Context: an optimization exercise on an open-source flow, tuned for small area, a short achievable clock period and few clock cycles per item. The choices shown serve that exercise and are no tape-out recipe.
Only simulation tests tie the RTL to the original design; equivalence was not proved.
Power and IR drop assume default switching activity.

## run A
==> flow/design.v (excerpt) <==
module ELA(clk, rst, in_data, data_rd, req, wen, addr, data_wr, done);
	input				clk;
	input				rst;
	input		[7:0]	in_data;
	input		[7:0]	data_rd;
	output reg			req;
	output reg			wen;
	output reg	[9:0]	addr;
	output reg	[7:0]	data_wr;
	output reg			done;
reg				s_start;	 
reg				s_arr;		 
reg				s_rt;		 
reg				s_rb;		 
reg				s_w;		 
reg				s_fin;		 
reg		[3:0]	r;			 
reg				head;		 
reg				h0;			 
reg				c_rt;		 
reg				c_rb;
reg				c_w;
reg				go_int;		 
reg				row0_end;	 
reg				tail;		 
reg				edge_px;	 
reg		[7:0]	opa, opb, u0, u1, v0;
reg		[7:0]	dreg, sreg;	 
reg		[7:0]	best;		 
reg				cur_r;		 
wire	[4:0]	col = addr[4:0];
wire	[3:0]	rm1 = r - 4'd1;
always @(posedge clk or posedge rst) begin
	if (rst) begin
		s_start <= 1'b1;
		s_arr <= 1'b0;
		s_rt <= 1'b0;
		s_rb <= 1'b0;
		s_w <= 1'b0;
		s_fin <= 1'b0;
	end else begin
		s_start <= 1'b0;
		s_arr <= s_start || (s_arr && !go_int) || (tail && r != 4'd15);
		s_rt <= go_int || (s_w && !tail);
		s_rb <= s_rt;
		s_w <= s_rb;
		s_fin <= s_fin || (tail && r == 4'd15);
	end
end
always @(posedge clk) begin
	go_int <= s_arr && !req && (col == 5'd29) && (r != 4'd0);
	row0_end <= s_arr && !req && (col == 5'd29) && (r == 4'd0);
	tail <= s_rb && !head && (col == 5'd0);
	edge_px <= (s_w && col == 5'd31) || (s_rt && edge_px);
	c_rt <= go_int || (s_w && !tail);
	c_rb <= s_rt;
	c_w <= s_rb;
	done <= s_fin;
	req <= s_start || (row0_end) || (tail && r != 4'd15);
	if (s_start)
		r <= 4'd0;
	else if ((row0_end) || tail)
		r <= r + 4'd1;
	if (go_int)
		h0 <= 1'b1;
	else if (s_rb)
		h0 <= 1'b0;
	if (go_int)
		head <= 1'b1;
	else if (s_rb && col == 5'd1)
		head <= 1'b0;
	wen <= (s_arr && !go_int) || (s_rb && (!head || h0)) || tail;
end
reg		[4:0]	col_inc;
always @(*) begin
	if (s_rt)
		col_inc = 5'd0;
	else if (s_rb)
		col_inc = h0 ? 5'd31 : 5'd30;
	else if (s_w && !tail)
		col_inc = head ? 5'd2 : 5'd3;
	else if (go_int)
		col_inc = 5'd2;
	else
		col_inc = 5'd1;
end
always @(posedge clk) begin
	addr[4:0] <= (s_arr && req) ? 5'd0 : col + col_inc;
	addr[5] <= (s_rb && !h0) || tail;
	addr[9:6] <= ((s_arr && !go_int) || s_rt || (s_rb && h0)) ? r : rm1;
end
always @(posedge clk) begin
	if (c_rt)
		opa[3:0] <= u0[3:0];
	else if (c_rb)
		opa[3:0] <= data_rd[3:0];
	else
		opa[3:0] <= u1[3:0];
  ...
==> flow/config.mk <==
export PLATFORM = sky130hd
export DESIGN_NAME = ELA
export DESIGN_NICKNAME = ELA
export VERILOG_FILES = /design/flow/design.v
export SDC_FILE = /design/flow/constraint.sdc
export NUM_CORES = 4
export LEC_CHECK = 0
export ABC_AREA = 1
export CAP_MARGIN = 20
export CORE_MARGIN = 2
export CORE_UTILIZATION = 65
export SETUP_SLACK_MARGIN = 3.4
export SLEW_MARGIN = 20
export TNS_END_PERCENT = 5
==> flow/constraint.sdc <==
create_clock -name core_clock -period 5.5 [get_ports {clk}]
set_input_delay 1.1000 -clock core_clock [delete_from_list [all_inputs] [get_ports {clk}]]
set_output_delay 1.1000 -clock core_clock [all_outputs]
set_load 0.01 [all_outputs]
standard.sh (not shown) runs the stock make flow with config.mk's settings and CLKGATE_MAP_FILE= SYNTH_SCRIPT=/design/flow/synth_recipe.tcl, a recipe that flattens the netlist after the stock synthesis.
==> flow/flow/run.sh <==
#!/bin/bash
# Standard layout with two changes: the port buffers are buf_2 cells instead
# of the delay buffers buffer_ports picks by default, and clock tree
# synthesis runs with the arguments below (no dummy loads).
set -euo pipefail
export BUFFER_PORTS_ARGS="-buffer_cell sky130_fd_sc_hd__buf_2"
export CTS_ARGS="-sink_clustering_enable -repair_clock_nets -dont_use_dummy_load"
bash standard.sh > standard.log 2>&1
Run A completed end to end with timing, DRC and antenna clean.
Testbench counts of run A, summed over its fixed seeds: cycles 63,968, images 32.
Setup changes, run A to run B
--- a/flow/config.mk
+++ b/flow/config.mk
@@ -8 +7,0 @@
-export ABC_AREA = 1
@@ -9,0 +9,2 @@
+export CELL_PAD_IN_SITES_DETAIL_PLACEMENT = 0
+export CELL_PAD_IN_SITES_GLOBAL_PLACEMENT = 0
@@ -11 +12 @@
-export CORE_UTILIZATION = 65
+export CORE_UTILIZATION = 70
## What came out
Non-filler instance count after layout sits lower in run B than in run A. Run A → run B: number of filler cells placed in the layout fell by about 30%, average cell area after synthesis grew by about 30%. Run B reports its critical path class as reg -> reg while run A reports reg -> out.
Setup changes, run B to run C
--- a/flow/config.mk
+++ b/flow/config.mk
@@ -9,2 +8,0 @@
-export CELL_PAD_IN_SITES_DETAIL_PLACEMENT = 0
-export CELL_PAD_IN_SITES_GLOBAL_PLACEMENT = 0
@@ -13 +11 @@
-export SETUP_SLACK_MARGIN = 3.4
+export SETUP_SLACK_MARGIN = 3.5
Results
- Die area across run C and run B: no real change.
- Highest achievable clock rate delta (run B -> run C): insignificant
- Compared with run B, in run C final weighted congestion in routability-driven placement increased by about 5% relative to the old numbers; cell count increased by 3 relative to the old numbers; global-route usage increased by 1.1 points relative to the old numbers; post-synth design cell area closely matched the old numbers.
- Taking run C as 1.0, run B lands at 0.942 on number of global-route vias before repair.
- Measured against each other, run C and run B differ in sequential share of layout area, the higher figure coming from run B.
The following lists how run D was set up differently from run C:
--- a/flow/config.mk
+++ b/flow/config.mk
@@ -7,0 +8 @@
+export ABC_AREA = 1
@@ -11 +12 @@
-export SETUP_SLACK_MARGIN = 3.5
+export SETUP_SLACK_MARGIN = 3.6
==> comparison <==
Taking run C as the reference, in run D remaining global-route overflow has remained practically unchanged; critical path depth has decreased; area of all placed cells without fillers picked up an extra about 1.2%.
Clock share of power: run D < run C
Run D does worse than run C on power.
In run D, length of routed wiring on met1 is higher than in run C.
Comparing run D and run C, the lower die outline width was measured on run C.
Compared with run C, run D has extra setup slack.
Measured against run D, the fmax of run C comes out at 0.929 times the reference value.

[afterwards: timing with drivers on the ports]
No port has a modelled driver above. Below, the same layouts with a new extraction and two added sets of constraints.
Step 1: set_driving_cell puts a clkbuf_16 on clk and a buf_2 on each other input, an assumption about the parent block.
Step 2 moves the port delays by t, midway between the first and last clock arrival at a register: inputs arrive t later, outputs are due t later. That takes back most of the time a late clock gives input paths.
a / b / c = ideal ports / drivers / drivers and shift; a / b = the first two.
run	t (ns)	slack for setup (ns)	worst data-port slew with drivers (ns)
run A	0.362	3.477 / 3.448 / 3.552	0.04
run B	0.370	3.371 / 3.347 / 3.371	0.03
run C	0.361	3.366 / 3.366 / 3.366	0.03
run D	0.379	3.517 / 3.487 / 3.518	0.03
After both steps every run listed still meets setup and hold.
